Source: an optimization exercise on an open RTL-to-GDS flow (aim: small area and a short achievable clock period). Production flows keep margins and buffers that such runs may drop.
Where RTL was checked, it was by simulation tests only, not by an equivalence proof against the original.
Power and IR drop assume default switching activity.

== job 103 ==
==> flow/design.v <==
module async_ram_sp (
	input clk, rst_n,
	input ho,               
	input rx_valid,         
	input [10:0] sr,        
	output reg [7:0] dout   
	);
function [8:0] ring_slot;    
	input [7:0] a;
	reg [4:0] r;
	reg [1:0] y;
	begin
		if (a[3:2] != 2'b11) begin
			r = {1'b0, a[7:4]};
			y = a[3:2];
		end else begin
			case (a[7:4])
			4'd0:  begin r = 5'd16; y = 2'd0; end
			4'd1:  begin r = 5'd16; y = 2'd1; end
			4'd2:  begin r = 5'd16; y = 2'd2; end
			4'd3:  begin r = 5'd17; y = 2'd0; end
			4'd4:  begin r = 5'd17; y = 2'd1; end
			4'd5:  begin r = 5'd17; y = 2'd2; end
			4'd6:  begin r = 5'd18; y = 2'd0; end
			4'd7:  begin r = 5'd18; y = 2'd1; end
			4'd8:  begin r = 5'd18; y = 2'd2; end
			4'd9:  begin r = 5'd19; y = 2'd0; end
			4'd10: begin r = 5'd19; y = 2'd1; end
			4'd11: begin r = 5'd19; y = 2'd2; end
			4'd12: begin r = 5'd20; y = 2'd0; end
			4'd13: begin r = 5'd20; y = 2'd1; end
			4'd14: begin r = 5'd20; y = 2'd2; end
			default: begin r = 5'd21; y = 2'd0; end
			endcase
		end
		ring_slot = {r, y, a[1:0]};
	end
endfunction
wire [8:0] rd_addr = ring_slot(sr[7:0]);    
wire [8:0] wr_addr = ring_slot(sr[8:1]);    
reg [1:0] phx, phy;
always @(posedge clk) begin
	phx <= phx + 2'd1;
	if (phx == 2'd3)
		phy <= (phy == 2'd2) ? 2'd0 : phy + 2'd1;
end
wire [1:0] nphx = phx + 2'd1;
wire [1:0] nphy = (phx != 2'd3) ? phy : (phy == 2'd2) ? 2'd0 : phy + 2'd1;
reg [4:0] r_ring, w_ring;    
reg [3:0] r_slot, w_slot;
reg [7:0] wdata;             
reg wp;                      
reg wzd;                     
reg [7:0] pf;                
reg w_match, r_match;        
reg [21:0] rsel;             
reg [21:0] land;             
reg [7:0] tq;                
wire [4:0] nr_ring = (ho && sr[9:8] == 2'b10) ? rd_addr[8:4] : r_ring;
wire go = rx_valid & rst_n;    
wire c00 = go & (sr[10:9] == 2'b00);
wire c01 = go & (sr[10:9] == 2'b01);
wire c11 = go & (sr[10:9] == 2'b11);
wire w_match_d = (nphx == w_slot[1:0]) & ((nphy == w_slot[3:2]) | (w_ring == 5'd21) | (w_slot[3:2] == 2'b11));
wire w_land = wp & w_match;
wire w_keep = wp & ~w_match;
wire wp_d = c01 | w_keep;
always @(posedge clk) begin
	w_match <= w_match_d;
	r_match <= (nphx == r_slot[1:0]) & ((nphy == r_slot[3:2]) | (r_ring == 5'd21));
	land <= (wp_d & w_match_d) ? (22'd1 << w_ring) : 22'd0;
	rsel <= 22'd1 << nr_ring;
end
wire [22*8-1:0] pre;    
genvar g;
generate
	for (g = 0; g < 22; g = g + 1) begin : rg
		localparam N = (g == 21) ? 4 : 12;
		reg [8*N-1:0] s;
		wire [7:0] nxt = land[g] ? wdata : s[8*N-1 -: 8];
		always @(posedge clk)
			s <= {s[8*N-9:0], nxt};
		assign pre[8*g +: 8] = s[8*N-9 -: 8];
	end
endgenerate
reg [7:0] tq_d;
integer i;
always @(*) begin
	tq_d = 8'd0;
	for (i = 0; i < 22; i = i + 1)
		tq_d = tq_d | (pre[8*i +: 8] & {8{rsel[i]}});
end
reg same_ring;
always @(posedge clk)
	same_ring <= (w_ring == r_ring);
wire [7:0] pf_d = !r_match ? pf : (w_land && same_ring) ? wdata : tq;
wire zreq = ~rst_n | wzd;
always @(posedge clk) begin
	tq <= tq_d;
	pf <= pf_d;
	if (c01)
		wdata <= sr[8:1];
	wp <= wp_d;
	wzd <= zreq & w_keep;
	if (c00) begin
		w_ring <= wr_addr[8:4];
		w_slot <= wr_addr[3:0];
	end else if (zreq && !w_keep) begin
		w_ring <= 5'd0;
		w_slot <= 4'd0;
	end
	if (~rst_n) begin
		r_ring <= 5'd0;
		r_slot <= 4'd0;
	end else if (ho && sr[9:8] == 2'b10) begin
		r_ring <= rd_addr[8:4];
		r_slot <= rd_addr[3:0];
	end
	if (~rst_n)
		dout <= 8'd0;
	else if (c11)
		dout <= pf_d;
end
endmodule
module slave (
	input MOSI, SS_n, clk, rst_n,
	input [7:0] tx_data,
	output reg MISO,
	output reg ho,               
	output reg hv,               
	output reg [10:0] shift_reg  
	);
localparam IDLE = 3'b000;
localparam CHK_CMD = 3'b001;
localparam READ_ADD = 3'b010;
localparam READ_DATA = 3'b011;
localparam WRITE = 3'b100;
reg [2:0] cs, ns;
reg [4:0] counter;
reg flag;
reg show;    
wire in_frame = (cs == READ_ADD) || (cs == READ_DATA) || (cs == WRITE);
always @(posedge clk) begin
	if (~rst_n)
		counter <= 0;
	else if (SS_n)
		counter <= 0;
	else if (cs != IDLE)
		if (cs != READ_DATA && counter == 11)
			counter <= 0;
		else if (cs == READ_DATA && counter == 20)
			counter <= 0;
		else
			counter <= counter + 1;
	else
		counter <= 0;
end
always @(posedge clk)
	shift_reg <= {shift_reg[9:0], MOSI};
always @(posedge clk) begin
	if (~rst_n) begin
		cs <= IDLE;
		flag <= 1'b0;
	end
	else begin
		cs <= ns;
		if (cs == READ_ADD)
			flag <= 1'b1;
		else if (cs == READ_DATA)
			flag <= 1'b0;
	end
end
always @(*) begin
	ns = cs;
	case (cs)
		IDLE:      ns = SS_n ? IDLE : CHK_CMD;
		CHK_CMD:   if (SS_n) ns = IDLE;
		           else if (counter != 0) ns = shift_reg[0] ? (flag ? READ_DATA : READ_ADD) : WRITE;
		READ_ADD,
		READ_DATA,
		WRITE:     if (SS_n) ns = IDLE;
		default:   ns = IDLE;
	endcase
end
always @(posedge clk) begin
	ho <= rst_n && !SS_n && in_frame && counter == 10;
	hv <= rst_n && ho;
	show <= rst_n && !SS_n && cs == READ_DATA && counter >= 12 && counter <= 19;
end
wire [2:0] bit_idx = 3'd4 - counter[2:0];    
always @(posedge clk) begin
	if (~rst_n)
		MISO <= 1'b0;
	else
		MISO <= show && tx_data[bit_idx];
end
endmodule
module top (
    input clk, rst_n, MOSI, SS_n,
    output MISO
    );
wire [10:0] sr;      
wire ho;             
wire hv;             
wire [7:0] tx_data;  
slave dut (
    .MOSI(MOSI),
    .SS_n(SS_n),
    .clk(clk),
    .rst_n(rst_n),
    .tx_data(tx_data),
    .MISO(MISO),
    .ho(ho),
    .hv(hv),
    .shift_reg(sr)
    );
async_ram_sp my_ram (
    .clk(clk),
    .rst_n(rst_n),
    .ho(ho),
    .rx_valid(hv),
    .sr(sr),
    .dout(tx_data)
    );
endmodule
==> flow/config.mk <==
export PLATFORM = sky130hd
export DESIGN_NAME = top
export DESIGN_NICKNAME = top
export VERILOG_FILES = /design/flow/design.v
export SDC_FILE = /design/flow/constraint.sdc
export NUM_CORES = 8
export LEC_CHECK = 0
export CAP_MARGIN = 20
export CORE_MARGIN = 2
export CORE_UTILIZATION = 70
export CTS_CLUSTER_DIAMETER = 80
export CTS_CLUSTER_SIZE = 26
export PLACE_DENSITY = 0.8
export SETUP_SLACK_MARGIN = 2.0
export SLEW_MARGIN = 20
==> flow/constraint.sdc <==
create_clock -name core_clock -period 4.0 [get_ports {clk}]
set_input_delay 0.8000 -clock core_clock [delete_from_list [all_inputs] [get_ports {clk}]]
set_output_delay 0.8000 -clock core_clock [all_outputs]
set_load 0.01 [all_outputs]
run.sh (not shown) runs the stock make flow with config.mk's settings and CLKGATE_MAP_FILE= SYNTH_SCRIPT=/design/flow/synth_recipe.tcl, a recipe that flattens the netlist after the stock synthesis.
Job 103 ended with every stage complete and zero timing, DRC or antenna violations.
Here is what was changed in the inputs of job 101 compared with job 103.
-- flow/design.v --
<<< job 103, line 37
	end
endfunction
wire [8:0] rd_addr = ring_slot(sr[7:0]);    
wire [8:0] wr_addr = ring_slot(sr[8:1]);    
>>> job 101, line 37
	end
endfunction
function [21:0] ring_onehot;
	input [7:0] a;
	reg [15:0] hi;
	begin
		hi = 16'd1 << a[7:4];
		if (a[3:2] != 2'b11)
			ring_onehot = {6'd0, hi};
		else
			ring_onehot = {hi[15], |hi[14:12], |hi[11:9], |hi[8:6], |hi[5:3], |hi[2:0], 16'd0};
	end
endfunction
wire [8:0] rd_addr = ring_slot(sr[7:0]);    
wire [8:0] wr_addr = ring_slot(sr[8:1]);    
<<< job 103, line 50
reg [3:0] r_slot, w_slot;
reg [7:0] wdata;             
reg wp;                      
reg wzd;                     
>>> job 101, line 61
reg [3:0] r_slot, w_slot;
reg [7:0] wdata;             
reg [7:0] wbus;              
reg wp;                      
reg wzd;                     
<<< job 103, line 57
reg [21:0] land;             
reg [7:0] tq;                
wire [4:0] nr_ring = (ho && sr[9:8] == 2'b10) ? rd_addr[8:4] : r_ring;
wire go = rx_valid & rst_n;    
wire c00 = go & (sr[10:9] == 2'b00);
>>> job 101, line 69
reg [21:0] land;             
reg [7:0] tq;                
wire go = rx_valid & rst_n;    
wire c00 = go & (sr[10:9] == 2'b00);
<<< job 103, line 70
	r_match <= (nphx == r_slot[1:0]) & ((nphy == r_slot[3:2]) | (r_ring == 5'd21));
	land <= (wp_d & w_match_d) ? (22'd1 << w_ring) : 22'd0;
	rsel <= 22'd1 << nr_ring;
end
wire [22*8-1:0] pre;    
>>> job 101, line 81
	r_match <= (nphx == r_slot[1:0]) & ((nphy == r_slot[3:2]) | (r_ring == 5'd21));
	land <= (wp_d & w_match_d) ? (22'd1 << w_ring) : 22'd0;
	rsel <= (ho && sr[9:8] == 2'b10) ? ring_onehot(sr[7:0]) : (22'd1 << r_ring);
end
wire [22*8-1:0] pre;    
<<< job 103, line 78
		localparam N = (g == 21) ? 4 : 12;
		reg [8*N-1:0] s;
		wire [7:0] nxt = land[g] ? wdata : s[8*N-1 -: 8];
		always @(posedge clk)
			s <= {s[8*N-9:0], nxt};
>>> job 101, line 89
		localparam N = (g == 21) ? 4 : 12;
		reg [8*N-1:0] s;
		wire [7:0] nxt = land[g] ? wbus : s[8*N-1 -: 8];
		always @(posedge clk)
			s <= {s[8*N-9:0], nxt};
<<< job 103, line 101
	if (c01)
		wdata <= sr[8:1];
	wp <= wp_d;
	wzd <= zreq & w_keep;
>>> job 101, line 112
	if (c01)
		wdata <= sr[8:1];
	wbus <= c01 ? sr[8:1] : wdata;
	wp <= wp_d;
	wzd <= zreq & w_keep;
### Flow results
- Per the comparison of job 101 with job 103, number of clock buffers inserted by TritonCTS shows no meaningful change; simple-gate share of the synthesized area rose 0.40 points; design area picked up an extra about 0.9%.
- Re multi-input gate share of the layout cell area: job 103 and job 101 aren't equal, and the higher value belongs to job 101.
- Job 101 vs job 103: maximum operating frequency down slightly
- Job 101 against job 103: number of buffers inserted by post-CTS setup repair went up, number of cells in the finished layout apart from fillers went up, part of the cycle the worst path needs went up.
- Going from job 103 to job 101, net switching power of the design went up; net count of the finished layout +1.5%; relative slew slack has decreased; final worst slack lost 7.7 ps.
The RTL of job 101 was laid out without a check of its function.

-- separate check: timing with driven ports --
Ports are ideal in the flow. The routed layouts listed here were re-timed in OpenROAD. Step 1 sets driving cells, clkbuf_16 on the clock port and buf_2 on the other inputs (assumed; they add their load-dependent delay and slew). Step 2, shift: input delay + t, output delay - t, t = (earliest + latest rising clock arrival at the registers) / 2. This alone moves slack from input paths to output paths. a / b / c = ideal ports / drivers / drivers and shift; a / b = the first two.
run	shift t [ns]	setup WS [ns]	latest minus earliest clock arrival (ns)	worst register clock-pin slew, ns
job 103	0.742	2.046 / 2.005 / 1.467	0.032 / 0.033	0.10 / 0.10
job 101	0.748	2.038 / 2.000 / 1.333	0.037 / 0.037	0.10 / 0.10
After both steps setup and hold are still met in every run listed. For job 101, which loses most, drivers alone change the setup slack by -0.038 ns; drivers and shift together by -0.705 ns.
